What follows belongs to an exercise in optimizing a design on an open flow for small area; a production flow would make more cautious choices.
Where RTL was checked, it was by simulation tests only, not by an equivalence proof against the original.
Only the layout flow was run in runs 3 and 6; the RTL was not checked for function there.
The clock port is modelled as an ideal driver; clocking choices that lean on that would not hold on a real chip.
Power is estimated from default activity; no workload was simulated.

==> flow/flow/run.sh <==
#!/bin/bash
# Layout flow: the standard synthesis, then an area-oriented re-mapping of the
# combinational logic only (every register instance is kept as synthesised and
# the result is proven equal to the standard netlist), then the standard ORFS
# floorplan..finish with the smallest port buffers and a two-level clock tree
# built before CTS.
set -euo pipefail
HERE=$(pwd)
FD=$HERE/flow
R=$HERE/orfs/results/$FLOW_PLATFORM/cmd_decoder/base
LIB=$FLOW_HOME/platforms/$FLOW_PLATFORM/lib/sky130_fd_sc_hd__tt_025C_1v80.lib

# 1. standard synthesis
bash standard.sh synth > synth_std.log 2>&1
cp $R/1_2_yosys.v $HERE/netlist_std.v

# 2. re-map the combinational logic for area, several ABC seeds in parallel
python3 $FD/mkmodels.py $LIB $HERE/cell_models.v > mkmodels.log 2>&1
DU=$(sed -n '/DONT_USE_CELLS/,/^$/p' $FLOW_HOME/platforms/$FLOW_PLATFORM/config.mk | grep -o 'sky130_fd_sc_hd__[A-Za-z0-9_]*' | sed 's/^/-dont_use /' | tr '\n' ' ')
resyn() {
  local S=$1
  printf 'strash\n&get -n\n&deepsyn -T 30 -S %s\n&put\ndch\namap\ntopo\n' $S > $HERE/area_$S.abc
  cat > $HERE/resyn_$S.ys <<EOT
read_liberty -lib $LIB
read_verilog -overwrite $HERE/cell_models.v
read_verilog $HERE/netlist_std.v
hierarchy -top $FLOW_TOP
flatten
opt -purge
techmap
opt -fast -purge
abc -liberty $LIB $DU -script $HERE/area_$S.abc
opt_clean -purge
rename -hide w:*.*
hilomap -singleton -hicell sky130_fd_sc_hd__conb_1 HI -locell sky130_fd_sc_hd__conb_1 LO
setundef -zero
splitnets
opt_clean -purge
tee -o $HERE/resyn_$S.stat stat -liberty $LIB
write_verilog -noattr -noexpr -nohex -nodec $HERE/netlist_resyn_$S.v
EOT
  yosys -l resyn_$S.log -q $HERE/resyn_$S.ys > /dev/null 2>&1 || return 0
  # prove it equal to the standard netlist (registers paired by name)
  cat > $HERE/equiv_$S.ys <<EOT
read_verilog $HERE/cell_models.v $FD/ffmodels.v
read_verilog $HERE/netlist_std.v
rename $FLOW_TOP gold
read_verilog $HERE/netlist_resyn_$S.v
rename $FLOW_TOP gate
hierarchy -check
flatten gold gate
rename -hide gold/w:_* gate/w:_*
proc
async2sync
opt_clean
equiv_make gold gate equiv
hierarchy -top equiv
equiv_simple -seq 2
equiv_induct
equiv_status -assert
EOT
  if yosys -l equiv_$S.log -q $HERE/equiv_$S.ys > /dev/null 2>&1; then
    grep "Chip area" $HERE/resyn_$S.stat | awk -v s=$S '{print $NF, s}' > $HERE/resyn_$S.ok
  fi
}
for S in 0 1 2 3; do resyn $S & done
wait
cp $HERE/netlist_std.v $R/1_2_yosys.v
if ls $HERE/resyn_*.ok > /dev/null 2>&1; then
  best=$(cat $HERE/resyn_*.ok | sort -g | head -1 | awk '{print $2}')
  cat $HERE/resyn_*.ok > resyn_status.log
  echo "using seed $best" >> resyn_status.log
  cp $HERE/netlist_resyn_$best.v $R/1_2_yosys.v
else
  echo "no re-mapped netlist proven equal; standard netlist used" > resyn_status.log
fi
rm -f $R/1_synth.odb $R/1_synth.sdc
bash standard.sh synth > synth_odb.log 2>&1

# 3. layout
export CLK_PORT_NAME=clock_m2rx24
export CLK_SLEW_TARGET=0.112
C=sky130_fd_sc_hd__clkbuf
export CLK_CANDIDATES="{1 ${C}_16 -} {3 ${C}_4 ${C}_2} {2 ${C}_8 ${C}_2} {4 ${C}_4 ${C}_2} {5 ${C}_4 ${C}_2} {3 ${C}_8 ${C}_2} {6 ${C}_4 ${C}_2} {2 ${C}_16 ${C}_2} {4 ${C}_8 ${C}_2}"
export PRE_CTS_TCL=$FD/pre_cts.tcl
export BUFFER_PORTS_ARGS="-buffer_cell sky130_fd_sc_hd__buf_1"
bash standard.sh > layout.log 2>&1
==> flow/flow/ffmodels.v <==
module sky130_fd_sc_hd__dfrtp_1(CLK, D, RESET_B, Q); input CLK, D, RESET_B; output reg Q;
  always @(posedge CLK or negedge RESET_B) if (!RESET_B) Q <= 1'b0; else Q <= D; endmodule
module sky130_fd_sc_hd__dfstp_1(CLK, D, SET_B, Q); input CLK, D, SET_B; output reg Q;
  always @(posedge CLK or negedge SET_B) if (!SET_B) Q <= 1'b1; else Q <= D; endmodule
module sky130_fd_sc_hd__dfxtp_1(CLK, D, Q); input CLK, D; output reg Q;
  always @(posedge CLK) Q <= D; endmodule
module sky130_fd_sc_hd__edfxtp_1(CLK, D, DE, Q); input CLK, D, DE; output reg Q;
  always @(posedge CLK) if (DE) Q <= D; endmodule
module sky130_fd_sc_hd__dfrtn_1(CLK_N, D, RESET_B, Q); input CLK_N, D, RESET_B; output reg Q;
  always @(negedge CLK_N or negedge RESET_B) if (!RESET_B) Q <= 1'b0; else Q <= D; endmodule
module sky130_fd_sc_hd__dfbbp_1(CLK, D, RESET_B, SET_B, Q, Q_N); input CLK, D, RESET_B, SET_B; output reg Q; output Q_N; assign Q_N = ~Q;
  always @(posedge CLK or negedge RESET_B or negedge SET_B) if (!RESET_B) Q <= 1'b0; else if (!SET_B) Q <= 1'b1; else Q <= D; endmodule
==> flow/flow/mkmodels.py <==
# Write Verilog models of the comb cells of the sky130hd liberty (function attributes)
import re, sys
lib = open(sys.argv[1]).read()
out = open(sys.argv[2], 'w')
# split into cells
parts = re.split(r'\n\s*cell\s*\(\s*"?([\w]+)"?\s*\)\s*\{', lib)
n = 0
for i in range(1, len(parts), 2):
    name, body = parts[i], parts[i+1]
    if re.search(r'\b(ff|latch|statetable|ff_bank)\s*\(', body):
        continue
    pins = re.findall(r'\bpin\s*\(\s*"?(\w+)"?\s*\)\s*\{(.*?)(?=\n\s*pin\s*\(|\Z)', body, re.S)
    ins, outs = [], []
    for p, pb in pins:
        d = re.search(r'direction\s*:\s*"?(\w+)"?', pb)
        if not d: continue
        if d.group(1) == 'input': ins.append(p)
        elif d.group(1) == 'output':
            f = re.search(r'function\s*:\s*"([^"]*)"', pb)
            if not f: outs = None; break
            outs.append((p, f.group(1)))
    if not outs: continue
    ports = ins + [o for o, _ in outs]
    out.write('module %s(%s);\n' % (name, ', '.join(ports)))
    for p in ins: out.write('  input %s;\n' % p)
    for o, f in outs:
        e = f.replace('!', '~')
        out.write('  output %s;\n  assign %s = %s;\n' % (o, o, e))
    out.write('endmodule\n')
    n += 1
print(n, 'models')
==> flow/flow/pre_cts.tcl <==
# Clock distribution for a small design, built before CTS (which then finds
# the clock net already buffered): the clock port drives one root buffer,
# which drives k leaf buffers, each feeding a compact group of flip-flops.
# Candidate trees are tried from the smallest cell area up; the first whose
# estimated flip-flop clock slew stays under CLK_SLEW_TARGET (ns) is kept.
set clk_name $::env(CLK_PORT_NAME)
set target $::env(CLK_SLEW_TARGET)
set cands $::env(CLK_CANDIDATES)

proc split_groups {sinks k} {
  if {$k <= 1} { return [list $sinks] }
  set xs {}; set ys {}
  foreach e $sinks { lappend xs [lindex $e 0]; lappend ys [lindex $e 1] }
  set xs [lsort -integer $xs]; set ys [lsort -integer $ys]
  set axis [expr {([lindex $xs end] - [lindex $xs 0]) >= ([lindex $ys end] - [lindex $ys 0]) ? 0 : 1}]
  set sinks [lsort -integer -index $axis $sinks]
  set k1 [expr {$k / 2}]
  set n [llength $sinks]
  set cut [expr {($n * $k1 + $k / 2) / $k}]
  return [concat [split_groups [lrange $sinks 0 [expr {$cut - 1}]] $k1] \
                 [split_groups [lrange $sinks $cut end] [expr {$k - $k1}]]]
}

proc clk_sinks {clk_name} {
  set sinks {}
  foreach p [get_pins -of_objects [get_nets $clk_name]] {
    set inst [[sta::sta_to_db_pin $p] getInst]
    set loc [$inst getLocation]
    lappend sinks [list [lindex $loc 0] [lindex $loc 1] [get_full_name $p]]
  }
  return $sinks
}

proc max_clk_slew {} {
  estimate_parasitics -placement
  set mx 0
  foreach p [get_pins -hierarchical */CLK] {
    set s [get_property $p slew_max]
    if {$s > $mx} { set mx $s }
  }
  return $mx
}

proc inst_names {} {
  set l {}
  foreach i [[ord::get_db_block] getInsts] { lappend l [$i getName] }
  return $l
}

set sinks [clk_sinks $clk_name]
puts "pre_cts: [llength $sinks] clock sinks"
set_propagated_clock [all_clocks]
set done 0
foreach cand $cands {
  lassign $cand k leaf root
  set before [inst_names]
  foreach grp [split_groups $sinks $k] {
    set pins {}
    foreach e $grp { lappend pins [get_pins [lindex $e 2]] }
    insert_buffer -buffer_cell $leaf -net $clk_name -load_pins $pins
  }
  if {$root ne "-"} { insert_buffer -buffer_cell $root -net $clk_name }
  set slew [max_clk_slew]
  puts "pre_cts: $k x $leaf, root $root: max clock slew [format %.1f [expr {$slew * 1e3}]] ps"
  if {$slew <= $target} { set done 1; break }
  set added {}
  foreach n [inst_names] { if {[lsearch -exact $before $n] < 0} { lappend added [get_cells $n] } }
  remove_buffers $added
}
if {!$done} { puts "pre_cts: no candidate met the target; CTS builds the tree" }
unset_propagated_clock [all_clocks]
==> flow/standard.sh <==
#!/bin/bash
# synth_recipe.tcl (not shown) runs the flow's synth.tcl, then flattens the netlist and writes it again
# the make line also repeats each setting of config.mk as NAME=value (left out here)
make -C /OpenROAD-flow-scripts/flow DESIGN_CONFIG=/design/flow/config.mk WORK_HOME=/design/flow/orfs CLKGATE_MAP_FILE= SYNTH_SCRIPT=/design/flow/synth_recipe.tcl "${@:-finish}"
==> flow/config.mk <==
export PLATFORM = sky130hd
export DESIGN_NAME = cmd_decoder
export DESIGN_NICKNAME = cmd_decoder
export VERILOG_FILES = /design/flow/design.v
export SDC_FILE = /design/flow/constraint.sdc
export NUM_CORES = 4
export LEC_CHECK = 0
export CAP_MARGIN = 0
export CORE_MARGIN = 2
export CORE_UTILIZATION = 55
export PLACE_DENSITY = 0.7000000000000001
export SLEW_MARGIN = 0
==> flow/constraint.sdc <==
create_clock -name core_clock -period 10.0 [get_ports {clock_m2rx24}]
set_input_delay 2.0000 -clock core_clock [delete_from_list [all_inputs] [get_ports {clock_m2rx24}]]
set_output_delay 2.0000 -clock core_clock [all_outputs]
set_load 0.01 [all_outputs]
==> flow/design.v <==
module cmd_decoder
(
	md2udi, reset_, clock_m2rx24, rcvd_datareg, m2rxirqb,rst_out,load,tst_state,bit35
);
	input md2udi;
	input reset_;
	input clock_m2rx24;
	output [15:0] rcvd_datareg;
	output m2rxirqb;
	output rst_out;
	output load;
	output [1:0] tst_state;
	output bit35;
localparam [3:0] IDLE_00 = 4'b0000,
                 IDLE1   = 4'b0001,
                 IDLE_01 = 4'b0010,
                 IDLE_11 = 4'b0100,
                 WAIT    = 4'b0110,
                 WAIT1   = 4'b0111,
                 HEAD    = 4'b1000,
                 HEAD1   = 4'b1001,
                 START   = 4'b1010,
                 START1  = 4'b1011,
                 RECV    = 4'b1100,
                 RECV1   = 4'b1101;
reg [3:0] state, next_state;
reg [4:0] scnt;         
reg [4:0] bcnt;         
reg [6:0] hr;           
reg [8:0] sr;           
reg [15:0] rcvd_datareg;
reg md2udireg;
reg rst_out;
wire in_head  = state[3] & ~state[2] & ~state[1];
wire in_start = state[3] & state[1];
wire in_recv  = state[3] & state[2];
wire upd_md   = ~state[3];
wire in_wait  = ~state[3] & state[2] & state[1];
wire s9   = scnt[3] & scnt[2];
wire s23  = scnt[3] & scnt[2] & scnt[0];
wire term = in_head ? s9 : s23;
wire blast = &bcnt;
wire tick  = in_recv & s23;
wire ld    = tick & blast;
wire [15:0] word = {hr[3], hr[1], sr[8:0], hr[6], hr[5], hr[4], hr[2], hr[0]};
wire h_cmd  = (hr == 7'b0001001) | (hr == 7'b0001010) | (hr == 7'b0000101) | (hr == 7'b0000110);
wire h_data = (hr == 7'b1111001) | (hr == 7'b1111010) | (hr == 7'b1110101) | (hr == 7'b1110110);
wire h_zero = (hr == 7'b0000000);
wire c99    = (word[15:8] == 8'h99);
wire c_irq  = (c99 & (word[7:4] <= 4'ha)) | (word[15:4] == 12'h034);
wire c_w1   = c99 & (word[7:4] != 4'h0) & (word[7:4] != 4'h1) & (word[7:4] != 4'h4) & (word[7:4] <= 4'ha);
wire irq    = ld & (state[0] | c_irq);
wire rst_en = ld & ~state[0] & (word == 16'h0300);
wire loaddata = in_start & (h_cmd | (state[0] & h_data));
wire hs = in_head | (in_start & s23);
wire ss = tick & bcnt[0] & ~(bcnt[4] & bcnt[3] & bcnt[2]);
wire sh = hs | ss;
wire din = md2udi & term;
assign load = ld;
assign bit35 = in_recv & blast;
assign m2rxirqb = ~in_recv & (|bcnt);
assign tst_state[1] = state[2] & (state[3] | state[1] | ~md2udireg);
assign tst_state[0] = (state[1] & (state[3] | state[2])) | ld |
                      (~state[3] & (state[2] ^ state[1]) & ~md2udireg);
wire sa = state[3], sp1 = state[2], sp0 = state[1], sm = state[0];
always @(*)
begin
	next_state[3] = sa ? ~(sp0 & h_zero) & ~ld : md2udireg & ~(sp1 & sp0);
	next_state[2] = sa ? (sp1 | loaddata) : sp1 & (sp0 ? (~sm | md2udireg) : ~md2udireg);
	next_state[1] = sa ? (sp1 ? ld : (sp0 ? ~loaddata : s9)) : sp0 & ~(sm ^ md2udireg);
	next_state[0] = (sa & sp1) ? (sm | (ld & c_w1)) : (sa & sp0) ? (sm & ~h_cmd & ~h_zero) : sm;
end
always @(posedge clock_m2rx24, negedge reset_)
begin
	if (reset_ == 0)
	begin
		state <= IDLE_00;
		bcnt <= 5'd0;
		rcvd_datareg <= 16'd0;
	end
	else
	begin
		state <= next_state;
		if (in_recv ? s23 : (loaddata | (|bcnt)))
			bcnt <= (bcnt + 5'd1) | {irq, 1'b0, irq, irq, irq};
		if (ld)
			rcvd_datareg <= word;
	end
end
always @(posedge clock_m2rx24)
begin
	if (~state[3] & ~state[1])
		scnt <= 5'b01010;
	else if (state[3])
		scnt <= term ? 5'b01010 : {scnt[3:0], ~(scnt[4] ^ scnt[1])};
	if (upd_md)
		md2udireg <= md2udi & reset_;
	rst_out <= ~rst_en;
	if (sh)
		hr[0] <= din;
	if (hs)
	begin
		hr[1] <= hr[0];
		hr[3] <= hr[2];
	end
	if (hs)
	begin
		hr[2] <= hr[1];
		hr[4] <= hr[3];
	end
	else if (ss)
	begin
		hr[2] <= hr[0];
		hr[4] <= hr[2];
	end
	if (sh)
	begin
		hr[6:5] <= hr[5:4];
		sr <= {sr[7:0], hr[6]};
	end
end
endmodule
==> results of run 1 <==
## metal layers
layer	part of all wire	up-vias	GRT usage
met3	0.051	4	0.0232
met5	0	-	0
li1	-	666	-
met4	0.0096	0	0.0217
met1	0.48	625	0.285
met2	0.46	32	0.301
## power breakdown
group          switching [mW]  total, mW  internal [mW]
Combinational           0.114      0.170         0.0554
Sequential             0.0615      0.359          0.298
Clock                  0.0541     0.0838         0.0298
## sequential cells by signal (all words and copies together) (netlist names)
| signal | count |
|---|---|
| rcvd_datareg | 16 |
| sr | 9 |
| hr | 7 |
| bcnt | 5 |
| scnt | 5 |
| state | 4 |
| md2udireg | 1 |
| rst_out | 1 |
## worst paths after layout
| path | from | end | slack [ns] | depth (start not counted) |
|---|---|---|---|---|
| worst max-delay path | bcnt[0] | tst_state[0] | 5.12 | 5 |
| worst min-delay path | hr[2] | hr[3] | 0.47 | 0 |
| worst max register to register | bcnt[0] | bcnt[1] | 6.82 | 9 |
| worst min register to register | hr[2] | hr[3] | 0.47 | 0 |
| max in group asynchronous | reset_ | rcvd_datareg[2] | 8.59 | 0 |
| min in group asynchronous | reset_ | rcvd_datareg[5] | 1.32 | 0 |
## final cells by class, clock buffers not listed
| class | count | area (um2) | share of cell area |
|---|---|---|---|
| tap | 46 | 57.6 | 0.0283 |
| multi-input combinational | 110 | 572 | 0.281 |
| inverter | 27 | 101 | 0.0498 |
| sequential | 48 | 1260 | 0.618 |
## layout by cell type (no fill, tap or decap), types with 4 or more instances in the layout
master    count
a21oi_1       4
a22o_1        4
nor2_1       21
dfxtp_1       6
o21ai_0      18
o22ai_1       8
nand2_1      23
clkinv_1     27
dfrtp_1      25
edfxtp_1     17
nor3_1        5
nand3_1       5
## critical path, stage by stage, from the launching register on
cell and delay [ns]:
dfrtp_1 0.34, clkinv_1 0.15, nor4_1 0.69, nand2_1 0.66
clkinv_1 0.44, a221o_1 0.22
==> results by group, run 1 <==
Cells and area
  – Final Instance Area: 2030 um2
  – Layout Cells excl Fill: 235
  – Layout fillers: 306
  – Layout Nets: slightly below 200
  – Layout Area Growth over Synthesis: 5.38%
  – ANT cells: 0
  – Final core occ: 0.605
  – Share of layout cells above drive strength 1: 0.0212

Yosys
  – Yosys warns: 1
  – Mapped Area: 1930 um2
  – Synth Net Count: 188
  – Cell count after synthesis: 185
  – Mapped Avg Cell Area: 10.4 um2

STA
  – RSZ-0062 raised after global routing: no
  – Fin. max-slew vios: 0
  – Slew Limit Headroom: 0.138
  – F_max: 205 MHz
  – Final Critical Period: 4.88 ns
  – Setup Skew: 0.00707 ns
  – Crit share post-route: 0.488
  – Hold Violations, Final: 0
  – Final WS setup: between 5 and 6 ns
  – Actual slew at the worst max-slew pin: 1.28 ns
  – Endpoints failing setup: 0
  – Min Hold Slack: about 0.47 ns
  – Fin Setup TNS: 0 ns

Worst setup path
  – Data arrival, critical path: 2.88 ns
  – WS Path Type: register to output pin
  – Crit path launch type: register
  – Critical-path maximum fanout: 29
  – Critical path capture point type: output pin
  – Critical Path RT: 8.00 ns

Job
  – Max-cap violations: 0

Drt
  – Initial drt markers: 62
  – DR vias: 1327
  – DRT antenna net count: 0
  – Routed len/inst: roughly 15 um
  – Pre-antenna DRT Iters: 4
  – Via density: between 5 and 6
  – Drt drc: 0
  – Final Routed Wirelength: between 3000 and 4000 um

Placement
  – Post-DP Area: 2090 um2
  – Post-Place Worst Slack: 5.75 ns
  – Post-DP HPWL: 2680 um
  – Post-Place Cells: 257
  – Buffers on Ports: 24
  – Routability congestion estimate: 0.905

GRT
  – Grt ovf: 0
  – Total Routing Usage GR: 0.187
  – Vias in the first global route: 1287
  – Largest net degree at the start of global routing: 30
  – Initial antenna violation count: 0
  – First-pass GRT wire length: 6140 um

Min path
  – Min-Delay Path Class: register to register

Die
  – # rows: 21
  – I/O pin total: 25
  – Starting Density: 0.574
  – Die area: 4000 um2
  – Die Height: 63.2 um
  – Core Area: 3360 um2
  – DIE WIDTH: between 60 and 70 um

Clock tree
  – Worst-path clk slew: 0.10 ns
  – Post CTS Setup Buffer Count: 0
  – # resized after CTS: 0
  – CTS Hold Bufs: 0
  – Worst-Skew Late Latency: 0.36 ns

Pwr
  – Max VDD drop: approximately 0.15 mV
  – Leak pwr: between 0.7 and 0.8 nW
  – Total chip power: 0.613 mW
  – Pwr dens: between 300 and 400 nW/um2

Status
  – Status: finished clean
==> run 2, diff against run 1 <==
--- a/flow/config.mk
+++ b/flow/config.mk
@@ -8,5 +8,5 @@
 export CAP_MARGIN = 0
 export CORE_MARGIN = 2
-export CORE_UTILIZATION = 55
-export PLACE_DENSITY = 0.7000000000000001
+export CORE_UTILIZATION = 75
+export PLACE_DENSITY = 0.9
 export SLEW_MARGIN = 0
==> run 2 against run 1 <==
Net effect:
- critical path depth unchanged
- power increased by 0.20%
- first-iteration DRC count decreased by 27%
- global-route usage increased by 8.6 points
- register-to-register slack got worse by 0.12 ns
- die area decreased by 25%
- synthesized cell count unchanged
- worst setup slack got worse by 0.041 ns
- hold slack got worse by 0.00081 ns
- final cell count decreased by 6.0%
- area after synthesis unchanged
- largest cell class unchanged
- largest power group unchanged
==> results by group, run 2 <==
Worst setup path
  – R2R Path End: bcnt[2]
  – RR Startpoint: bcnt[0]
  – Cell count of the worst reg-to-reg path: 8
  – R2R setup slack: 6.70 ns
  – WS Path Type: register to output pin
  – Critical-path maximum fanout: 29
  – Critical Path RT: 8.00 ns
  – Critical path capture point type: output pin
  – Data arrival, critical path: 2.92 ns
  – Crit path launch type: register

Status
  – Status: finished clean

Yosys
  – Yosys warns: 1
  – Mapped Avg Cell Area: ~10 um2
  – Mapped Area: 1930 um2
  – Cell count after synthesis: 185
  – Synth Net Count: 188

Min path
  – Worst Hold Launch: scnt[2]
  – Hold endpoint: scnt[3]
  – Min-Delay Path Class: register to register
  – Hold Path Cell Cnt: 2

Die
  – DIE WIDTH: 54.7 um
  – I/O pin total: 25
  – Die Height: around 55 um
  – Die area: around 3000 um2
  – # rows: 18
  – Starting Density: 0.786
  – Core Area: 2450 um2

Cells and area
  – ANT cells: 0
  – Commonest non-fill, non-tap cell in the layout: clkinv_1
  – Largest registers: rcvd_datareg x16, sr x9, hr x7
  – Final core occ: 0.819
  – Layout fillers: 134
  – Most frequent cells in the layout: clkinv_1 (27), dfrtp_1 (25), nand2_1 (23)
  – Layout Nets: 196
  – Reg with most FFs: rcvd_datareg
  – Layout Area Growth over Synthesis: 4.15%
  – Share of layout cells above drive strength 1: 0.0314
  – Largest register FFs: 16

STA
  – Fin. max-slew vios: 0
  – Hold Violations, Final: 0
  – Actual slew at the worst max-slew pin: 1.26 ns
  – Slew Limit Headroom: 0.153
  – Final Critical Period: 4.92 ns
  – Endpoints failing setup: 0
  – Fin Setup TNS: 0 ns
  – Crit share post-route: 0.492
  – F_max: 203 MHz
  – Setup Skew: around 0.0083 ns
  – Min Hold Slack: 0.473 ns
  – RSZ-0062 raised after global routing: no

GRT
  – Met1 global-route usage: 0.381
  – Total Routing Usage GR: 0.273
  – Initial antenna violation count: 0
  – First-pass GRT wire length: 5910 um
  – GRT met3 Usage: 0.0546
  – Vias in the first global route: 1334
  – Grt ovf: 0
  – Met2 GRT Util: 0.444
  – Busiest grt layer: met2
  – Largest net degree at the start of global routing: 30

Pwr
  – Pwr dens: between 300 and 400 nW/um2
  – Leak pwr: 0.788 nW
  – Max VDD drop: 0.257 mV

Job
  – Max-cap violations: 0

Drt
  – DR vias: 1406
  – Final Routed Wirelength: around 3700 um
  – Routed len/inst: 16.5 um
  – Initial drt markers: 45
  – DRT antenna net count: 0
  – Drt drc: 0
  – Via density: roughly 6.4
  – Pre-antenna DRT Iters: 5

Clock tree
  – Post CTS Setup Buffer Count: 0
  – CTS Hold Bufs: 0
  – Worst-path clk slew: roughly 0.09 ns
  – # resized after CTS: 0
  – Worst-Skew Late Latency: around 0.4 ns

Placement
  – Routability congestion estimate: 0.901
  – Post-DP HPWL: 2800 um
  – Buffers on Ports: 24
==> run 2: cell count changes in the layout (fill, tap and decap cells not counted) <==
cell / before / now
clkbuf_4: 0 / 5
clkbuf_8: 3 / 0
==> run 2: routing by layer <==
layer / part of all wire / up-vias
li1: - / 665
met1: 0.42 / 654
met2: 0.48 / 80
met3: 0.082 / 7
met4: 0.019 / 0
met5: 0 / -
==> run 2: area by class of cell, clock buffers not listed <==
class	count	area, um2	area share
Sequential cell	48	1260	0.625
Multi-Input combinational cell	110	572	0.285
Inverter	27	101	0.0504
Tap cell	30	37.5	0.0187
==> run 2: worst max path at each step <==
| stage | cells past startpoint | slack (ns) | to | from |
|---|---|---|---|---|
| after floorplan | 5 | 6.02 | tst_state[0] | bcnt[0] |
| after global placement | 6 | 5.89 | tst_state[0] | state[3] |
| after detailed placement | 6 | 5.73 | tst_state[0] | state[3] |
| after CTS | 5 | 5.54 | tst_state[0] | bcnt[0] |
| after global routing | 5 | 4.84 | tst_state[0] | bcnt[0] |
| final | 5 | 5.08 | tst_state[0] | bcnt[0] |
==> run 2: report_power, final <==
| part | total (mW) | switching, mW | internal [mW] |
|---|---|---|---|
| Sequential | 0.361 | 0.0627 | 0.298 |
| Clock | 0.0800 | 0.0542 | 0.0258 |
| Combinational | 0.173 | 0.118 | 0.0554 |
==> run 2: stage by stage <==
stage / total power [mW] / cells / setup slack, ns / area [um2]
6_report: 0.614 / 221 / 5.08 / 2010
3_3_place_gp: 0.532 / 241 / 5.89 / 2070
2_1_floorplan: 0.480 / 185 / 6.02 / 1930
5_1_grt: 0.657 / 221 / 4.84 / 2010
4_1_cts: 0.596 / 221 / 5.54 / 2010
3_5_place_dp: 0.548 / 241 / 5.73 / 2070
==> run 2: worst max-delay path: stages (launching register included) <==
cell and delay (ns):
dfrtp_1 0.34, clkinv_1 0.16, nor4_1 0.68, nand2_1 0.68
clkinv_1 0.43, a221o_1 0.23
==> run 3, diff against run 2 <==
--- a/flow/design.v
+++ b/flow/design.v
@@ -15,7 +15,5 @@
                  IDLE1   = 4'b0001,
                  IDLE_01 = 4'b0010,
-                 IDLE_11 = 4'b0100,
-                 WAIT    = 4'b0110,
-                 WAIT1   = 4'b0111,
+                 IDLE_11 = 4'b0110,
                  HEAD    = 4'b1000,
                  HEAD1   = 4'b1001,
@@ -23,5 +21,7 @@
                  START1  = 4'b1011,
                  RECV    = 4'b1100,
-                 RECV1   = 4'b1101;
+                 RECV1   = 4'b1101,
+                 WAIT    = 4'b1110,
+                 WAIT1   = 4'b1111;
 reg [3:0] state, next_state;
 reg [4:0] scnt;         
@@ -32,9 +32,10 @@
 reg md2udireg;
 reg rst_out;
-wire in_head  = state[3] & ~state[2] & ~state[1];
-wire in_start = state[3] & state[1];
-wire in_recv  = state[3] & state[2];
-wire upd_md   = ~state[3];
-wire in_wait  = ~state[3] & state[2] & state[1];
+wire sa = state[3], sp1 = state[2], sp0 = state[1], sm = state[0];
+wire in_head  = sa & ~sp1 & ~sp0;
+wire in_start = sa & ~sp1 & sp0;
+wire in_recv  = sa & sp1 & ~sp0;
+wire in_wait  = sa & sp1 & sp0;
+wire upd_md   = ~sa | in_wait;
 wire s9   = scnt[3] & scnt[2];
 wire s23  = scnt[3] & scnt[2] & scnt[0];
@@ -60,14 +61,12 @@
 assign bit35 = in_recv & blast;
 assign m2rxirqb = ~in_recv & (|bcnt);
-assign tst_state[1] = state[2] & (state[3] | state[1] | ~md2udireg);
-assign tst_state[0] = (state[1] & (state[3] | state[2])) | ld |
-                      (~state[3] & (state[2] ^ state[1]) & ~md2udireg);
-wire sa = state[3], sp1 = state[2], sp0 = state[1], sm = state[0];
+assign tst_state[1] = sp1 & (sa | ~md2udireg);
+assign tst_state[0] = (sp0 & (sa | ~md2udireg)) | ld;
 always @(*)
 begin
-	next_state[3] = sa ? ~(sp0 & h_zero) & ~ld : md2udireg & ~(sp1 & sp0);
-	next_state[2] = sa ? (sp1 | loaddata) : sp1 & (sp0 ? (~sm | md2udireg) : ~md2udireg);
-	next_state[1] = sa ? (sp1 ? ld : (sp0 ? ~loaddata : s9)) : sp0 & ~(sm ^ md2udireg);
-	next_state[0] = (sa & sp1) ? (sm | (ld & c_w1)) : (sa & sp0) ? (sm & ~h_cmd & ~h_zero) : sm;
+	next_state[3] = ~sa ? md2udireg : (sp1 & sp0) ? ~(sm ^ md2udireg) : ~(sp0 & ~sp1 & h_zero);
+	next_state[2] = ~sa ? (sp1 & ~md2udireg) : sp1 ? (~(sp0 & sm) | md2udireg) : loaddata;
+	next_state[1] = ~sa ? (sp0 & ~md2udireg) : sp1 ? (sp0 ? (~sm | md2udireg) : ld) : (sp0 ? ~loaddata : s9);
+	next_state[0] = in_start ? (sm & ~h_cmd & ~h_zero) : in_recv ? (sm | (ld & c_w1)) : sm;
 end
 always @(posedge clock_m2rx24, negedge reset_)
@@ -90,7 +89,7 @@
 always @(posedge clock_m2rx24)
 begin
-	if (~state[3] & ~state[1])
+	if (~sa & ~sp0)
 		scnt <= 5'b01010;
-	else if (state[3])
+	else if (sa & ~in_wait)
 		scnt <= term ? 5'b01010 : {scnt[3:0], ~(scnt[4] ^ scnt[1])};
 	if (upd_md)
--- a/flow/flow/run.sh
+++ b/flow/flow/run.sh
@@ -66,4 +66,6 @@
 for S in 0 1 2 3; do resyn $S & done
 wait
+for S in 4 5 6 7; do resyn $S & done
+wait
 cp $HERE/netlist_std.v $R/1_2_yosys.v
 if ls $HERE/resyn_*.ok > /dev/null 2>&1; then
--- a/flow/flow/pre_cts.tcl
+++ b/flow/flow/pre_cts.tcl
@@ -65,6 +65,8 @@
   if {$slew <= $target} { set done 1; break }
   set added {}
-  foreach n [inst_names] { if {[lsearch -exact $before $n] < 0} { lappend added [get_cells $n] } }
-  remove_buffers $added
+  set names {}
+  foreach n [inst_names] { if {[lsearch -exact $before $n] < 0} { lappend names $n } }
+  puts "pre_cts: removing $names"
+  foreach n $names { remove_buffers [get_cells $n] }
 }
 if {!$done} { puts "pre_cts: no candidate met the target; CTS builds the tree" }
--- a/flow/config.mk
+++ b/flow/config.mk
@@ -8,5 +8,5 @@
 export CAP_MARGIN = 0
 export CORE_MARGIN = 2
-export CORE_UTILIZATION = 75
-export PLACE_DENSITY = 0.9
+export CORE_UTILIZATION = 70
+export PLACE_DENSITY = 0.85
 export SLEW_MARGIN = 0
==> run 3 against run 2 <==
Net effect:
- critical endpoint is now load
- clock skew increased by 0.0093 ns
- still clean
- largest power group unchanged
- sequential share of layout area decreased by 2.7 points
- via count increased by 4.2%
- sequential cell count unchanged
- cell area increased by 4.5%
==> results by group, run 3 <==
Min path
  – Hold endpoint: sr[4]
  – Worst Hold Launch: sr[3]
  – Min-Delay Path Class: register to register
  – Hold Path Cell Cnt: 0

Cells and area
  – Layout Nets: about 220
  – Layout fillers: 149
  – Final Instance Area: 2100 um2
  – Reg with most FFs: rcvd_datareg
  – Layout Cells excl Fill: between 200 and 250
  – Largest registers: rcvd_datareg x16, sr x9, hr x7
  – Final core occ: 0.825
  – Largest register FFs: 16
  – Most frequent cells in the layout: clkinv_1 (25), dfrtp_1 (25), buf_1 (24)
  – Layout Area Growth over Synthesis: 9.24%
  – ANT cells: 0
  – Share of layout cells above drive strength 1: 0.0330

Worst setup path
  – Most common cell on crit path: clkinv_1
  – Cell depth of the worst setup path: 6
  – CP top delay family: simple AND/OR/NAND/NOR gates
  – WS Path Type: register to output pin
  – Worst-path cell chain: clkinv_1, nand3_1, nor3_1, nand2_1, clkinv_1, buf_1
  – RR Startpoint: state[1]
  – Critical Path RT: 8.00 ns
  – Cell count of the worst reg-to-reg path: 7
  – Worst Path Buf+Inv: 3
  – CP peak stage delay: 0.62 ns
  – R2R setup slack: 7.19 ns
  – Critical path capture point type: output pin
  – Critical path's slowest cell: nand2_1
  – Crit path launch type: register
  – CP Launch Point: state[1]
  – Data arrival, critical path: between 2 and 3 ns
  – R2R Path End: bcnt[0]
  – Critical-path maximum fanout: 28

Drt
  – Routed len/inst: 15.7 um
  – DRT antenna net count: 0
  – Final Routed Wirelength: between 3000 and 4000 um
  – Initial drt markers: 57
  – Drt drc: 0
  – Pre-antenna DRT Iters: 4
  – DR vias: 1465
  – Via density: between 6 and 7

Pwr
  – Leak pwr: 0.818 nW
  – Max VDD drop: between 0.2 and 0.3 mV
  – Total chip power: ~0.62 mW
  – Pwr dens: 296 nW/um2

Die
  – Die area: 3180 um2
  – # rows: 18
  – Starting Density: 0.755
  – DIE WIDTH: 56.4 um
  – Core Area: 2540 um2
  – Die Height: roughly 56 um
  – I/O pin total: 25

STA
  – Fin. max-slew vios: 0
  – F_max: roughly 220 MHz
  – Setup Skew: 0.0176 ns
  – Fin Setup TNS: 0 ns
  – Final WS setup: 5.50 ns
  – Endpoints failing setup: 0
  – Hold Violations, Final: 0
  – RSZ-0062 raised after global routing: no
  – Actual slew at the worst max-slew pin: roughly 0.82 ns
  – Slew Limit Headroom: 0.450
  – Crit share post-route: 0.450
  – Final Critical Period: 4.50 ns
  – Min Hold Slack: 0.462 ns

Placement
  – Buffers on Ports: 24
  – Post-DP Area: 2060 um2
  – Post-Place Worst Slack: 5.98 ns
  – Routability congestion estimate: 0.928
  – Post-Place Cells: 236
  – Post-DP HPWL: 2870 um

Clock tree
  – CTS Hold Bufs: 0
  – Post CTS Setup Buffer Count: 0
  – # resized after CTS: 0
  – Worst-Skew Late Latency: 0.39 ns
  – Worst-path clk slew: 0.11 ns

GRT
  – Total Routing Usage GR: 0.263
  – Grt ovf: 0
  – First-pass GRT wire length: about 6700 um
  – Largest net degree at the start of global routing: 29
  – Initial antenna violation count: 0
  – Vias in the first global route: about 1500

Status
  – Status: finished clean

Yosys
  – Synth Net Count: 184
  – Mapped Area: 1920 um2
  – Mapped Avg Cell Area: 10.6 um2
  – Yosys warns: 1
  – Cell count after synthesis: roughly 180

Job
  – Max-cap violations: 0
## run 3: how the worst max path moves through the flow
stage	to
floorplan	load
global placement	load
detailed placement	load
CTS	load
global route	load
finish	load
## run 3: final cells by class, clock buffers not listed
type | instances | area, um2 | area share
Inverter | 25 | 93.8 | 0.0447
Tap cell | 30 | 37.5 | 0.0179
Multi-Input combinational cell | 108 | 572 | 0.272
Sequential cell | 48 | 1260 | 0.598
Timing Repair Buffer | 25 | 97.6 | 0.0465
## run 3: power breakdown
group,switching [mW],internal (mW),total (mW)
logic,0.133,0.0628,0.196
registers,0.0568,0.291,0.348
clock network,0.0533,0.0259,0.0792
## run 3: layer usage
layer,GRT usage,routed length (um),up-vias
met3,0.0184,202,10
li1,-,-,704
met5,0,0,-
met4,0.0510,63,0
met1,0.348,1550,695
met2,0.479,1990,56
==> run 4, diff against run 3 <==
--- a/flow/design.v
+++ b/flow/design.v
@@ -60,5 +60,5 @@
 assign load = ld;
 assign bit35 = in_recv & blast;
-assign m2rxirqb = ~in_recv & (|bcnt);
+assign m2rxirqb = ~in_recv & bcnt[4];
 assign tst_state[1] = sp1 & (sa | ~md2udireg);
 assign tst_state[0] = (sp0 & (sa | ~md2udireg)) | ld;
@@ -81,5 +81,5 @@
 	begin
 		state <= next_state;
-		if (in_recv ? s23 : (loaddata | (|bcnt)))
+		if (in_recv ? s23 : (loaddata | bcnt[4]))
 			bcnt <= (bcnt + 5'd1) | {irq, 1'b0, irq, irq, irq};
 		if (ld)
--- a/flow/flow/run.sh
+++ b/flow/flow/run.sh
@@ -19,6 +19,7 @@
 DU=$(sed -n '/DONT_USE_CELLS/,/^$/p' $FLOW_HOME/platforms/$FLOW_PLATFORM/config.mk | grep -o 'sky130_fd_sc_hd__[A-Za-z0-9_]*' | sed 's/^/-dont_use /' | tr '\n' ' ')
 resyn() {
+  # $1: run name, $2: deepsyn options
   local S=$1
-  printf 'strash\n&get -n\n&deepsyn -T 30 -S %s\n&put\ndch\namap\ntopo\n' $S > $HERE/area_$S.abc
+  printf 'strash\n&get -n\n&deepsyn %s\n&put\ndch\namap\ntopo\n' "$2" > $HERE/area_$S.abc
   cat > $HERE/resyn_$S.ys <<EOT
 read_liberty -lib $LIB
@@ -64,7 +65,10 @@
   fi
 }
-for S in 0 1 2 3; do resyn $S & done
-wait
-for S in 4 5 6 7; do resyn $S & done
+# deterministic short runs over seeds, then longer timed runs
+for J in 10 20 40; do
+  for S in 0 1 2 3 4 5 6 7; do resyn j${J}s$S "-J $J -S $S -T 100" & done
+  wait
+done
+for S in 0 1 2 3; do resyn t$S "-T 30 -S $S" & done
 wait
 cp $HERE/netlist_std.v $R/1_2_yosys.v
--- a/flow/config.mk
+++ b/flow/config.mk
@@ -8,5 +8,5 @@
 export CAP_MARGIN = 0
 export CORE_MARGIN = 2
-export CORE_UTILIZATION = 70
-export PLACE_DENSITY = 0.85
+export CORE_UTILIZATION = 55
+export PLACE_DENSITY = 0.75
 export SLEW_MARGIN = 0
==> run 4 against run 3 <==
Net effect:
- area after synthesis unchanged
- highest routed layer unchanged
- critical endpoint unchanged
- via count decreased by 1.1%
- sequential share of layout area decreased by 0.98 points
- still clean on timing, DRC and antenna
- global-route usage decreased by 6.4 points
- combinational power decreased by 11%
==> results by group, run 4 <==
Status
  – Status: finished clean

Worst setup path
  – RR Startpoint: state[3]
  – Critical Path RT: 8.00 ns
  – Crit path launch type: register
  – R2R Path End: bcnt[4]
  – Crit path to: load
  – R2R setup slack: 7.37 ns
  – CP Launch Point: state[1]
  – WS Path Type: register to output pin
  – Data arrival, critical path: 2.79 ns
  – Cell count of the worst reg-to-reg path: 12
  – Critical path capture point type: output pin
  – Critical-path maximum fanout: 26

GRT
  – Largest net degree at the start of global routing: 27
  – Total Routing Usage GR: 0.199
  – Initial antenna violation count: 0
  – Grt ovf: 0
  – Vias in the first global route: 1444
  – First-pass GRT wire length: 6440 um

Drt
  – DR vias: 1449
  – Final Routed Wirelength: ~3800 um
  – Via density: 5.62
  – Drt drc: 0
  – Routed len/inst: 14.7 um
  – DRT antenna net count: 0
  – Initial drt markers: 94
  – Pre-antenna DRT Iters: 4

Pwr
  – Total chip power: 0.599 mW
  – Switching Share: 0.377
  – Flop pwr share: 0.571
  – P_int: roughly 0.37 mW
  – Pwr dens: 280 nW/um2
  – Leak pwr: 0.819 nW
  – Switching pwr: 0.225 mW
  – Clock network power share: 0.136
  – Logic pwr share: 0.293
  – Max VDD drop: 0.160 mV

Yosys
  – Cell count after synthesis: 180
  – Mapped Avg Cell Area: 10.7 um2
  – Yosys warns: 1
  – Mapped Area: 1920 um2
  – Synth Net Count: 183

Die
  – Starting Density: 0.576
  – I/O pin total: 25
  – DIE WIDTH: 63.1 um
  – Die Height: 63.1 um
  – Die area: 3980 um2
  – Core Area: 3340 um2
  – # rows: 21

Placement
  – Post-Place Cells: ~250
  – Routability congestion estimate: a little over 0.9
  – Post-DP HPWL: 2820 um
  – Post-Place Worst Slack: 5.66 ns
  – Post-DP Area: between 2000 and 2500 um2
  – Buffers on Ports: 24

Clock tree
  – Post CTS Setup Buffer Count: 0
  – Worst-path clk slew: around 0.11 ns
  – # resized after CTS: 0
  – CTS Hold Bufs: 0
  – Worst-Skew Late Latency: 0.40 ns

STA
  – Actual slew at the worst max-slew pin: 0.730 ns
  – Fin Setup TNS: 0 ns
  – Fin. max-slew vios: 0
  – Hold Violations, Final: 0
  – Setup Skew: approximately 0.022 ns
  – Endpoints failing setup: 0
  – RSZ-0062 raised after global routing: no
  – Final WS setup: 5.21 ns
  – Crit share post-route: 0.479
  – Slew Limit Headroom: 0.512
  – F_max: 209 MHz
  – Final Critical Period: 4.79 ns

Cells and area
  – Layout Nets: 217
  – Most frequent cells in the layout: clkinv_1 (28), dfrtp_1 (25), buf_1 (24)
  – ANT cells: 0
  – Commonest non-fill, non-tap cell in the layout: clkinv_1
  – Largest registers: rcvd_datareg x16, sr x9, hr x7
  – Largest register FFs: 16
  – Share of layout cells above drive strength 1: 0.0425
  – Layout Area Growth over Synthesis: 11.1%
  – Reg with most FFs: rcvd_datareg
  – Layout Cells excl Fill: 258
  – Final Instance Area: 2130 um2

Min path
  – Min-Delay Path Class: register to register
  – Worst Hold Launch: sr[7]

Job
  – Max-cap violations: 0
==> run 4: worst min-delay path by stage <==
stage,cells past startpoint,slack (ns),end
after floorplan,0,0.43,sr[4]
after global placement,0,0.46,sr[4]
after detailed placement,0,0.46,sr[4]
after CTS,0,0.46,sr[4]
after global routing,0,0.49,sr[8]
final,0,0.47,sr[8]
==> run 4: power by group through the flow <==
stage               logic [mW]  clock network (mW)  registers, mW
finish                   0.175              0.0811          0.342
floorplan                0.126                   0          0.329
global placement         0.165                   0          0.340
detailed placement       0.174                   0          0.345
global route             0.197              0.0951          0.349
CTS                      0.176              0.0592          0.346
==> run 4: area by class of cell, clock buffers not listed <==
cell class,count,area [um2]
well taps,46,57.6
inverters,28,105
fillers,288,1200
multi-input cells,104,568
flip-flops and latches,48,1260
repair buffers,26,105
==> run 4: through the flow <==
| stage | util | hold slack (ns) |
|---|---|---|
| detailed placement | 0.627 | 0.462 |
| finish | 0.640 | 0.474 |
| global placement | 0.627 | 0.456 |
| global route | 0.640 | 0.495 |
| floorplan | - | 0.435 |
| CTS | 0.640 | 0.462 |
==> run 4: layer usage <==
metal,routed length [um],up-vias,global-route usage
li1,-,713,-
met1,1640,672,0.256
met2,1860,55,0.363
met3,196,9,0.0196
met4,104,0,0.0444
met5,0,-,0
==> run 4: worst max-delay path: stages (launching register included) <==
cell and delay (ns):
dfrtp_1 0.41, clkinv_1 0.15, and3_1 0.20, nand4_1 0.17
clkinv_1 0.12, nand2_1 0.56, clkinv_1 0.54, buf_1 0.24
==> run 5, diff against run 4 <==
--- a/flow/flow/run.sh
+++ b/flow/flow/run.sh
@@ -90,4 +90,6 @@
 export CLK_CANDIDATES="{1 ${C}_16 -} {3 ${C}_4 ${C}_2} {2 ${C}_8 ${C}_2} {4 ${C}_4 ${C}_2} {5 ${C}_4 ${C}_2} {3 ${C}_8 ${C}_2} {6 ${C}_4 ${C}_2} {2 ${C}_16 ${C}_2} {4 ${C}_8 ${C}_2}"
 export PRE_CTS_TCL=$FD/pre_cts.tcl
+export PRE_RESIZE_TCL=$FD/pre_resize.tcl
+export PORT_BUF_STRONG=sky130_fd_sc_hd__buf_2
 export BUFFER_PORTS_ARGS="-buffer_cell sky130_fd_sc_hd__buf_1"
 bash standard.sh > layout.log 2>&1
==> flow/flow/pre_resize.tcl (new file) <==
# An input port buffer that drives many pins (the reset) gets a cell whose
# maximum load covers them, instead of a second buffer added by repair.
foreach inst [get_cells input*] {
  set out [get_pins -of_objects $inst -filter "direction==output"]
  set net [get_nets -of_objects $out]
  set n [llength [get_pins -of_objects $net -filter "direction==input"]]
  if {$n > 8} {
    puts "pre_resize: [get_full_name $inst] drives $n pins, now $::env(PORT_BUF_STRONG)"
    replace_cell $inst $::env(PORT_BUF_STRONG)
  }
}
--- a/flow/config.mk
+++ b/flow/config.mk
@@ -9,4 +9,5 @@
 export CORE_MARGIN = 2
 export CORE_UTILIZATION = 55
+export GPL_TIMING_DRIVEN = 0
 export PLACE_DENSITY = 0.75
 export SLEW_MARGIN = 0
==> run 5 against run 4 <==
Net effect:
- power rose by 0.26%
- worst setup slack worse by 0.089 ns
- utilization is 0.19 points lower
- clock power grew 1%
- clock skew fell by 0.0082 ns
- sequential power is essentially flat
- sequential share of layout area grew 0.17 points
- via count decreased by 1.3%
- largest cell class unchanged
- register-to-register slack worse by 0.08 ns
- combinational power about the same
- final cell count fell by 0.39%
- critical path depth stayed put
==> results by group, run 5 <==
GRT
  – Total Routing Usage GR: 0.201
  – Largest net degree at the start of global routing: 27
  – Vias in the first global route: 1433
  – Initial antenna violation count: 0
  – First-pass GRT wire length: 6530 um
  – Grt ovf: 0

STA
  – RSZ-0062 raised after global routing: no
  – Crit share post-route: 0.488
  – Final Critical Period: between 4 and 5 ns
  – Actual slew at the worst max-slew pin: 0.775 ns
  – Slew Limit Headroom: 0.477
  – Hold Violations, Final: 0
  – Endpoints failing setup: 0
  – Fin Setup TNS: 0 ns
  – F_max: slightly above 200 MHz
  – Fin. max-slew vios: 0
  – Setup Skew: 0.0135 ns

Worst setup path
  – Worst Path Buf+Inv: 4
  – Worst-path cell chain: clkinv_1, and3_1, nand4_1, clkinv_1, nand2_1, clkinv_1, buf_1
  – Critical path's slowest cell: nand2_1
  – RR Startpoint: state[1]
  – WS Path Type: register to output pin
  – Most common cell on crit path: clkinv_1
  – R2R setup slack: 7.29 ns
  – Crit path launch type: register
  – Data arrival, critical path: 2.88 ns
  – CP peak stage delay: 0.59 ns
  – Cell count of the worst reg-to-reg path: 7
  – R2R Path End: rcvd_datareg[10]
  – CP top delay family: buffers and inverters
  – Critical-path maximum fanout: 26
  – Critical Path RT: 8.00 ns
  – Critical path capture point type: output pin

Pwr
  – P_int: 0.373 mW
  – Pwr dens: 282 nW/um2
  – Leak pwr: roughly 0.82 nW
  – Flop pwr share: 0.569
  – Max VDD drop: 0.138 mV
  – Switching pwr: roughly 0.23 mW
  – Clock network power share: 0.137
  – Switching Share: 0.378
  – Logic pwr share: 0.295

Die
  – # rows: 21
  – I/O pin total: 25
  – Die Height: 63.1 um
  – DIE WIDTH: 63.1 um
  – Die area: 3980 um2
  – Core Area: ~3300 um2
  – Starting Density: 0.576

Yosys
  – Synth Net Count: roughly 180
  – Mapped Area: between 1500 and 2000 um2
  – Mapped Avg Cell Area: 10.7 um2
  – Yosys warns: 1
  – Cell count after synthesis: 180

Cells and area
  – Layout Area Growth over Synthesis: 10.7%
  – Most frequent cells in the layout: clkinv_1 (28), dfrtp_1 (25), nor2_1 (23), buf_1 (23), edfxtp_1 (17)
  – Share of layout cells above drive strength 1: 0.0427
  – Reg with most FFs: rcvd_datareg
  – Final Instance Area: 2130 um2
  – Largest register FFs: 16
  – Final core occ: 0.638
  – Layout Nets: 216
  – Largest registers: rcvd_datareg x16, sr x9, hr x7
  – Commonest non-fill, non-tap cell in the layout: clkinv_1
  – ANT cells: 0

Placement
  – Routability congestion estimate: about 0.8
  – Buffers on Ports: 24
  – Post-DP Area: between 2000 and 2500 um2
  – Post-DP HPWL: 2730 um

Drt
  – Pre-antenna DRT Iters: 4
  – DR vias: 1430
  – Drt drc: 0
  – DRT antenna net count: 0
  – Initial drt markers: 94
  – Via density: 5.56
  – Final Routed Wirelength: 3810 um
  – Routed len/inst: 14.8 um

Clock tree
  – CTS Hold Bufs: 0
  – # resized after CTS: 0
  – Worst-path clk slew: roughly 0.11 ns
  – Post CTS Setup Buffer Count: 0
  – Worst-Skew Late Latency: just under 0.4 ns

Min path
  – Worst Hold Launch: sr[7]
  – Min-Delay Path Class: register to register
  – Hold endpoint: sr[8]
  – Hold Path Cell Cnt: 0

Job
  – Max-cap violations: 0

Status
  – Status: finished clean
run 5: how the worst max path moves through the flow:
| stage | cells after the start | end | start | slack (ns) |
|---|---|---|---|---|
| after floorplan | 6 | load | state[1] | 6.24 |
| after global placement | 7 | load | state[1] | 5.63 |
| after detailed placement | 7 | load | state[1] | 5.54 |
| after CTS | 7 | load | state[1] | 5.52 |
| after global routing | 7 | load | state[1] | 4.83 |
| final | 7 | load | state[1] | 5.12 |
run 5: power groups by stage:
stage          Sequential, mW  Clock (mW)  Combinational (mW)
6_report                0.341      0.0821               0.177
5_1_grt                 0.350      0.0936               0.197
4_1_cts                 0.346      0.0592               0.177
3_5_place_dp            0.344           0               0.174
3_3_place_gp            0.343           0               0.156
2_1_floorplan           0.329           0               0.126
run 5: area by class of cell, clock buffers not listed:
class,count,area [um2]
Fill cell,300,1210
Inverter,28,105
Multi-Input combinational cell,104,568
Sequential cell,48,1260
Tap cell,46,57.6
Timing Repair Buffer,25,98.8
run 5: metal layers:
layer  part of all wire  GRT usage  vias up
met5                  0          0        -
met1               0.43      0.264      666
met2               0.50      0.368       53
met3              0.058     0.0161        5
li1                   -          -      706
met4              0.010     0.0361        0
run 5: stage by stage:
step	hold WS [ns]	instances	worst slack, ns	total power, mW
finish	0.472	257	5.12	0.600
global route	0.483	257	4.83	0.640
CTS	0.451	257	5.52	0.582
detailed placement	0.451	251	5.54	0.518
global placement	0.441	250	5.63	0.499
floorplan	0.435	180	6.24	0.455
==> run 6, diff against run 5 <==
--- a/flow/design.v
+++ b/flow/design.v
@@ -114,8 +114,7 @@
 	end
 	if (sh)
-	begin
 		hr[6:5] <= hr[5:4];
+	if (~in_recv | ss)
 		sr <= {sr[7:0], hr[6]};
-	end
 end
 endmodule
==> run 6 against run 5 <==
Net effect:
- register-to-register slack improved by 0.29 ns
- still clean on timing, DRC and antenna
- critical path type unchanged
- area after synthesis is 1.2% higher
- utilization shrank 0.13 points
- sequential power down 2%
- power shrank 1.0%
- via count fell by 0.42%
- cell area up 0.59%
- largest power group unchanged
- sequential share of layout area shrank 0.34 points
==> results by group, run 6 <==
Status
  – Status: finished clean

GRT
  – Largest net degree at the start of global routing: 31
  – Vias in the first global route: between 1000 and 1500
  – Initial antenna violation count: 0
  – Total Routing Usage GR: 0.185
  – First-pass GRT wire length: 6120 um
  – Grt ovf: 0

STA
  – F_max: around 220 MHz
  – Final WS setup: 5.46 ns
  – Endpoints failing setup: 0
  – Crit share post-route: 0.454
  – Actual slew at the worst max-slew pin: between 0.7 and 0.8 ns
  – Final Critical Period: around 4.5 ns
  – Fin Setup TNS: 0 ns
  – Fin. max-slew vios: 0
  – Min Hold Slack: 0.473 ns
  – RSZ-0062 raised after global routing: no
  – Slew Limit Headroom: 0.523
  – Setup Skew: 0.00354 ns
  – Hold Violations, Final: 0

Placement
  – Buffers on Ports: 24
  – Routability congestion estimate: 0.834
  – Post-Place Worst Slack: 5.87 ns
  – Post-DP Area: 2090 um2
  – Post-Place Cells: 258
  – Post-DP HPWL: around 2700 um

Pwr
  – Switching pwr: about 0.22 mW
  – Clock network power share: 0.142
  – Logic pwr share: 0.297
  – Pwr dens: roughly 280 nW/um2
  – Total chip power: 0.594 mW
  – Max VDD drop: around 0.18 mV
  – Leak pwr: between 0.8 and 0.9 nW
  – Switching Share: 0.372
  – Flop pwr share: 0.561
  – P_int: 0.373 mW

Drt
  – DRT antenna net count: 0
  – Pre-antenna DRT Iters: 4
  – Drt drc: 0
  – Final Routed Wirelength: 3530 um
  – Via density: 5.44
  – DR vias: roughly 1400
  – Initial drt markers: between 50 and 60
  – Routed len/inst: 13.5 um

Cells and area
  – Largest register FFs: 16
  – Commonest non-fill, non-tap cell in the layout: clkinv_1
  – Final Instance Area: 2140 um2
  – Layout Cells excl Fill: 262
  – Most frequent cells in the layout: clkinv_1 (33), nor2_1 (26), dfrtp_1 (25)
  – Share of layout cells above drive strength 1: 0.0231
  – Layout Nets: roughly 220
  – Layout Area Growth over Synthesis: 10.0%
  – Reg with most FFs: rcvd_datareg
  – Layout fillers: 301
  – Final core occ: 0.637
  – ANT cells: 0
  – Largest registers: rcvd_datareg x16, sr x9, hr x7

Job
  – Max-cap violations: 0

Worst setup path
  – WS Path Type: register to output pin
  – R2R setup slack: 7.58 ns
  – Crit path launch type: register
  – Data arrival, critical path: 2.54 ns
  – RR Startpoint: state[3]
  – Cell count of the worst reg-to-reg path: 13
  – Critical Path RT: 8.00 ns
  – Critical-path maximum fanout: 30
  – R2R Path End: bcnt[4]
  – Critical path capture point type: output pin

Clock tree
  – Post CTS Setup Buffer Count: 0
  – # resized after CTS: 0
  – CTS Hold Bufs: 0
  – Worst-Skew Late Latency: 0.35 ns
  – Worst-path clk slew: 0.10 ns

Yosys
  – Mapped Area: between 1500 and 2000 um2
  – Yosys warns: 1
  – Synth Net Count: between 150 and 200
  – Cell count after synthesis: 188
  – Mapped Avg Cell Area: 10.3 um2

Die
  – Starting Density: 0.578
  – # rows: 21
  – I/O pin total: 25
  – DIE WIDTH: 63.5 um
  – Core Area: approximately 3400 um2
  – Die area: 4030 um2
  – Die Height: 63.5 um

Min path
  – Hold endpoint: sr[4]
  – Min-Delay Path Class: register to register
  – Worst Hold Launch: sr[3]
  – Hold Path Cell Cnt: 0
-- run 6: power by group through the flow --
stage               clock network [mW]  logic (mW)  registers, mW
floorplan                            0       0.136          0.322
global placement                     0       0.168          0.333
detailed placement                   0       0.176          0.336
CTS                             0.0631       0.177          0.337
global route                    0.0938       0.202          0.341
finish                          0.0844       0.176          0.333
-- run 6: cell type report, clock buffers not listed --
type                    instances  area [um2]  share of cell area
inverters                      33         124              0.0579
flip-flops and latches         48        1260               0.587
repair buffers                 24        91.3              0.0427
well taps                      46        57.6              0.0269
multi-input cells             107         566               0.264
-- run 6: worst max-delay path by stage --
stage,cells after the start,slack (ns),to,from
after detailed placement,7,5.87,load,state[3]
after global placement,7,5.99,load,state[3]
after CTS,7,5.87,load,state[3]
final,7,5.46,load,state[3]
after floorplan,6,6.29,load,state[3]
after global routing,7,5.25,load,state[3]
-- run 6: worst max-delay path: stages (launching register included) --
cell and delay, ns:
dfrtp_1 0.38, clkinv_1 0.13, nor2_1 0.25, nand2_1 0.14
nor3_1 0.37, nand2_1 0.23, clkinv_1 0.48, buf_1 0.21
-- run 6: routing by layer --
metal,global-route usage,part of all wire,up-vias
met5,0,0,-
met4,0.0217,0.012,0
met3,0.0107,0.039,6
met2,0.332,0.48,38
met1,0.257,0.46,666
li1,-,-,714
==> run 7, diff against run 6 <==
--- a/flow/design.v
+++ b/flow/design.v
@@ -114,7 +114,8 @@
 	end
 	if (sh)
+	begin
 		hr[6:5] <= hr[5:4];
-	if (~in_recv | ss)
 		sr <= {sr[7:0], hr[6]};
+	end
 end
 endmodule
--- a/flow/flow/run.sh
+++ b/flow/flow/run.sh
@@ -78,4 +78,13 @@
   echo "using seed $best" >> resyn_status.log
   cp $HERE/netlist_resyn_$best.v $R/1_2_yosys.v
+  # buffer nets whose load exceeds what their driving cell may carry
+  python3 $FD/capfix.py $LIB $HERE/netlist_resyn_$best.v $HERE/netlist_capfix.v > capfix.log 2>&1 || true
+  if [[ -s $HERE/netlist_capfix.v ]]; then
+    sed "s#netlist_resyn_$best.v#netlist_capfix.v#" $HERE/equiv_$best.ys > $HERE/equiv_capfix.ys
+    if yosys -l equiv_capfix.log -q $HERE/equiv_capfix.ys > /dev/null 2>&1; then
+      echo "capfix netlist proven equal, used" >> resyn_status.log
+      cp $HERE/netlist_capfix.v $R/1_2_yosys.v
+    fi
+  fi
 else
   echo "no re-mapped netlist proven equal; standard netlist used" > resyn_status.log
==> flow/flow/capfix.py (new file) <==
# Give a buffer to every net whose pin load is too much for its driving cell.
# usage: capfix.py liberty.lib in.v out.v
# The loads of such a net move behind the smallest buffer that can drive them
# (the driver then sees one buffer input), so the layout's repair need not
# upsize the driver and add its own buffer. Registers are left as they are.
import re, sys
lib, src, dst = sys.argv[1:4]
WIRE = 0.0015          # pF of wire assumed per load pin
LIMIT = 0.8            # use at most this share of a cell's max_capacitance
txt = open(lib).read()
cap, maxcap, outpins = {}, {}, {}
for m in re.finditer(r'\n\s*cell\s*\(\s*"?(\w+)"?\s*\)\s*\{', txt):
    name = m.group(1)
    end = txt.find('\n    cell (', m.end())
    body = txt[m.end(): end if end > 0 else len(txt)]
    for pm in re.finditer(r'\bpin\s*\(\s*"?(\w+)"?\s*\)\s*\{', body):
        nxt = body.find(' pin (', pm.end())
        pb = body[pm.end(): nxt if nxt > 0 else len(body)]
        d = re.search(r'direction\s*:\s*"?(\w+)"?', pb)
        if not d:
            continue
        if d.group(1) == 'input':
            c = re.search(r'\bcapacitance\s*:\s*([\d.eE+-]+)', pb)
            if c:
                cap[(name, pm.group(1))] = float(c.group(1))
        elif d.group(1) == 'output':
            c = re.search(r'max_capacitance\s*:\s*([\d.eE+-]+)', pb)
            outpins.setdefault(name, set()).add(pm.group(1))
            if c:
                maxcap[(name, pm.group(1))] = float(c.group(1))
v = open(src).read()
cells = list(re.finditer(r'^(\s*)(sky130_fd_sc_hd__\w+)\s+(\S+)\s*\((.*?)\);', v, re.M | re.S))
drivers, loads = {}, {}
for ci, m in enumerate(cells):
    t = m.group(2)
    for pm in re.finditer(r'\.(\w+)\(([^()]*)\)', m.group(4)):
        pin, net = pm.group(1), pm.group(2).strip()
        if pin in outpins.get(t, ()):
            drivers[net] = (ci, t, pin)
        else:
            loads.setdefault(net, []).append((ci, t, pin))
bufs = [('sky130_fd_sc_hd__buf_1', 0.130015), ('sky130_fd_sc_hd__buf_2', 0.315867),
        ('sky130_fd_sc_hd__buf_4', 0.561228)]
fix = {}
for net, (ci, t, pin) in drivers.items():
    if '__df' in t or '__edf' in t or net not in loads:
        continue
    ls = loads[net]
    load = sum(cap.get((lt, lp), 0.002) + WIRE for _, lt, lp in ls)
    mc = maxcap.get((t, pin))
    if mc is None or load <= LIMIT * mc:
        continue
    for b, bmc in bufs:
        if load <= LIMIT * bmc:
            fix[net] = b
            break
print('nets buffered:', len(fix))
# rewrite load connections
edits = {}
newdecl, newcells = [], []
for k, (net, b) in enumerate(sorted(fix.items())):
    nn = 'capfix_net_%d' % k
    print(' ', net, '->', b, len(loads[net]), 'loads')
    newdecl.append('  wire %s;\n' % nn)
    newcells.append('  %s capfix_buf_%d (\n    .A(%s),\n    .X(%s)\n  );\n' % (b, k, net if not net.startswith('\\') else net + ' ', nn))
    for ci, lt, lp in loads[net]:
        edits.setdefault(ci, []).append((lp, nn))
out, pos = [], 0
for ci, m in enumerate(cells):
    if ci not in edits:
        continue
    body = m.group(0)
    for lp, nn in edits[ci]:
        body = re.sub(r'\.%s\(([^()]*)\)' % lp, '.%s(%s)' % (lp, nn), body, count=1)
    out.append(v[pos:m.start()]); out.append(body); pos = m.end()
out.append(v[pos:])
v = ''.join(out)
i = v.index('endmodule')
j = v.index(';', v.index('module ')) + 2
v = v[:j] + ''.join(newdecl) + v[j:i] + ''.join(newcells) + v[i:]
open(dst, 'w').write(v)
==> run 7 against run 6 <==
Net effect:
- critical endpoint unchanged
- still clean
- largest cell class unchanged
- cell area is 0.94% lower
- utilization shrank 0.099 points
- sequential cell count unchanged
- first-iteration DRC count increased by 49%
- fmax is 4.9% lower
==> results by group, run 7 <==
Status
  – Status: finished clean

Cells and area
  – Commonest non-fill, non-tap cell in the layout: clkinv_1
  – Largest register FFs: 16
  – Reg with most FFs: rcvd_datareg
  – Largest registers: rcvd_datareg x16, sr x9, hr x7
  – Most frequent cells in the layout: clkinv_1 (28), dfrtp_1 (25), buf_1 (24)
  – ANT cells: 0
  – Layout Nets: about 210
  – Share of layout cells above drive strength 1: 0.0239
  – Layout Area Growth over Synthesis: 10.1%

Worst setup path
  – Cell depth of the worst setup path: 7
  – R2R Path End: rcvd_datareg[7]
  – WS Path Type: register to output pin
  – Worst Path Buf+Inv: 4
  – Worst-path cell chain: clkinv_1, and3_1, nand4_1, clkinv_1, nand2_1, clkinv_1, buf_1
  – Critical Path RT: about 8.0 ns
  – CP top delay family: buffers and inverters
  – CP Launch Point: state[1]
  – Data arrival, critical path: approximately 2.8 ns
  – RR Startpoint: state[1]
  – Cell count of the worst reg-to-reg path: 7
  – Crit path launch type: register
  – Critical path's slowest cell: nand2_1
  – R2R setup slack: 7.38 ns
  – CP peak stage delay: 0.58 ns
  – Critical path capture point type: output pin
  – Crit path to: load
  – Critical-path maximum fanout: 26
  – Most common cell on crit path: clkinv_1

GRT
  – First-pass GRT wire length: 6460 um
  – Vias in the first global route: 1449
  – Met1 global-route usage: 0.275
  – GRT met3 Usage: 0.0125
  – Grt ovf: 0
  – Busiest grt layer: met2
  – Largest net degree at the start of global routing: 27
  – Total Routing Usage GR: 0.197
  – Initial antenna violation count: 0
  – Met2 GRT Util: 0.354

Placement
  – Routability congestion estimate: 0.863
  – Post-DP HPWL: 2740 um
  – Buffers on Ports: 24
  – Post-Place Worst Slack: around 5.6 ns

Drt
  – Routed len/inst: around 14 um
  – Drt drc: 0
  – Initial drt markers: 79
  – Via density: 5.55
  – Pre-antenna DRT Iters: 4
  – Final Routed Wirelength: roughly 3700 um
  – DRT antenna net count: 0
  – DR vias: between 1000 and 1500

STA
  – F_max: ~210 MHz
  – Endpoints failing setup: 0
  – Crit share post-route: 0.478
  – Final Critical Period: 4.78 ns
  – Slew Limit Headroom: 0.446
  – RSZ-0062 raised after global routing: no
  – Fin. max-slew vios: 0
  – Final WS setup: 5.22 ns
  – Actual slew at the worst max-slew pin: 0.831 ns
  – Hold Violations, Final: 0
  – Fin Setup TNS: 0 ns
  – Setup Skew: 0.00574 ns

Pwr
  – Leak pwr: 0.808 nW
  – Max VDD drop: 0.164 mV
  – Pwr dens: 280 nW/um2

Job
  – Max-cap violations: 0

Die
  – Die Height: 63.2 um
  – Die area: about 4000 um2
  – DIE WIDTH: 63.2 um
  – Starting Density: 0.577
  – I/O pin total: 25
  – Core Area: 3340 um2
  – # rows: 21

Clock tree
  – Worst-path clk slew: 0.09 ns
  – CTS Hold Bufs: 0
  – Post CTS Setup Buffer Count: 0
  – Worst-Skew Late Latency: 0.37 ns
  – # resized after CTS: 0

Yosys
  – Synth Net Count: 184
  – Mapped Avg Cell Area: 10.6 um2
  – Yosys warns: 1
  – Mapped Area: 1930 um2
  – Cell count after synthesis: ~180

Min path
  – Min-Delay Path Class: register to register
## run 7: how the worst min path moves through the flow
stage,from,slack (ns),end,depth (start not counted)
2_1_floorplan,sr[3],0.43,sr[4],0
5_1_grt,sr[7],0.49,sr[8],0
6_report,sr[3],0.47,sr[4],0
3_5_place_dp,sr[7],0.45,sr[8],0
3_3_place_gp,sr[7],0.44,sr[8],0
4_1_cts,sr[3],0.45,sr[4],0
## run 7: area by class of cell, clock buffers not listed
type / count / area [um2]
sequential: 48 / 1260
fill: 303 / 1220
multi-input combinational: 104 / 561
inverter: 28 / 105
timing repair buffer: 24 / 91.3
tap: 46 / 57.6
buffer: 1 / 3.75
## run 7: where the power goes
group / total (mW) / leakage [nW] / switching [mW] / internal [mW]
Sequential: 0.342 / 0.552 / 0.0520 / 0.290
Clock: 0.0838 / 0.0257 / 0.0541 / 0.0297
Combinational: 0.168 / 0.230 / 0.114 / 0.0538
Total: 0.593 / 0.808 / 0.220 / 0.373
## run 7: metal layers
layer / part of all wire / up-vias
li1: - / 695
met1: 0.45 / 686
met2: 0.50 / 29
met3: 0.036 / 5
met4: 0.010 / 0
met5: 0 / -
## run 7: stage by stage
stage | instances | utilization | power (mW) | hold slack, ns | area [um2]
final | 255 | 0.636 | 0.593 | 0.470 | 2120
after detailed placement | 251 | 0.622 | 0.512 | 0.450 | 2070
after global placement | 251 | 0.621 | 0.500 | 0.441 | 2070
after global routing | 255 | 0.636 | 0.633 | 0.492 | 2120
after CTS | 255 | 0.636 | 0.577 | 0.451 | 2120
after floorplan | 181 | - | 0.455 | 0.435 | 1930

-- re-timing with driven ports --
Ports are ideal in the flow. The routed layouts listed here were re-timed in OpenROAD.
Step 1 assumes that a clkbuf_16 drives the clock port and a buf_2 every other input.
Step 2 moves the port delays by t, midway between the first and last clock arrival at a register: inputs arrive t later, outputs are due t later. That takes back most of the time a late clock gives input paths.
Slacks: no drivers / after step 1 / after step 2; pairs: no drivers / after step 1.
run | t, ns | setup slack, ns | worst hold slack (ns) | pins driven straight from the clock port
run 1 | 0.371 | 5.123 / 5.110 / 5.482 | 0.474 / 0.474 / 0.474 | 1
run 2 | 0.404 | 5.082 / 5.069 / 5.473 | 0.473 / 0.473 / 0.473 | 1
run 3 | 0.394 | 5.498 / 5.485 / 5.879 | 0.462 / 0.462 / 0.462 | 1
run 4 | 0.405 | 5.211 / 5.198 / 5.603 | 0.474 / 0.474 / 0.474 | 1
run 5 | 0.392 | 5.122 / 5.109 / 5.500 | 0.472 / 0.472 / 0.472 | 1
run 6 | 0.365 | 5.456 / 5.443 / 5.808 | 0.473 / 0.473 / 0.473 | 1
run 7 | 0.383 | 5.224 / 5.211 / 5.594 | 0.470 / 0.470 / 0.470 | 1
After both steps setup and hold are still met in every run listed.
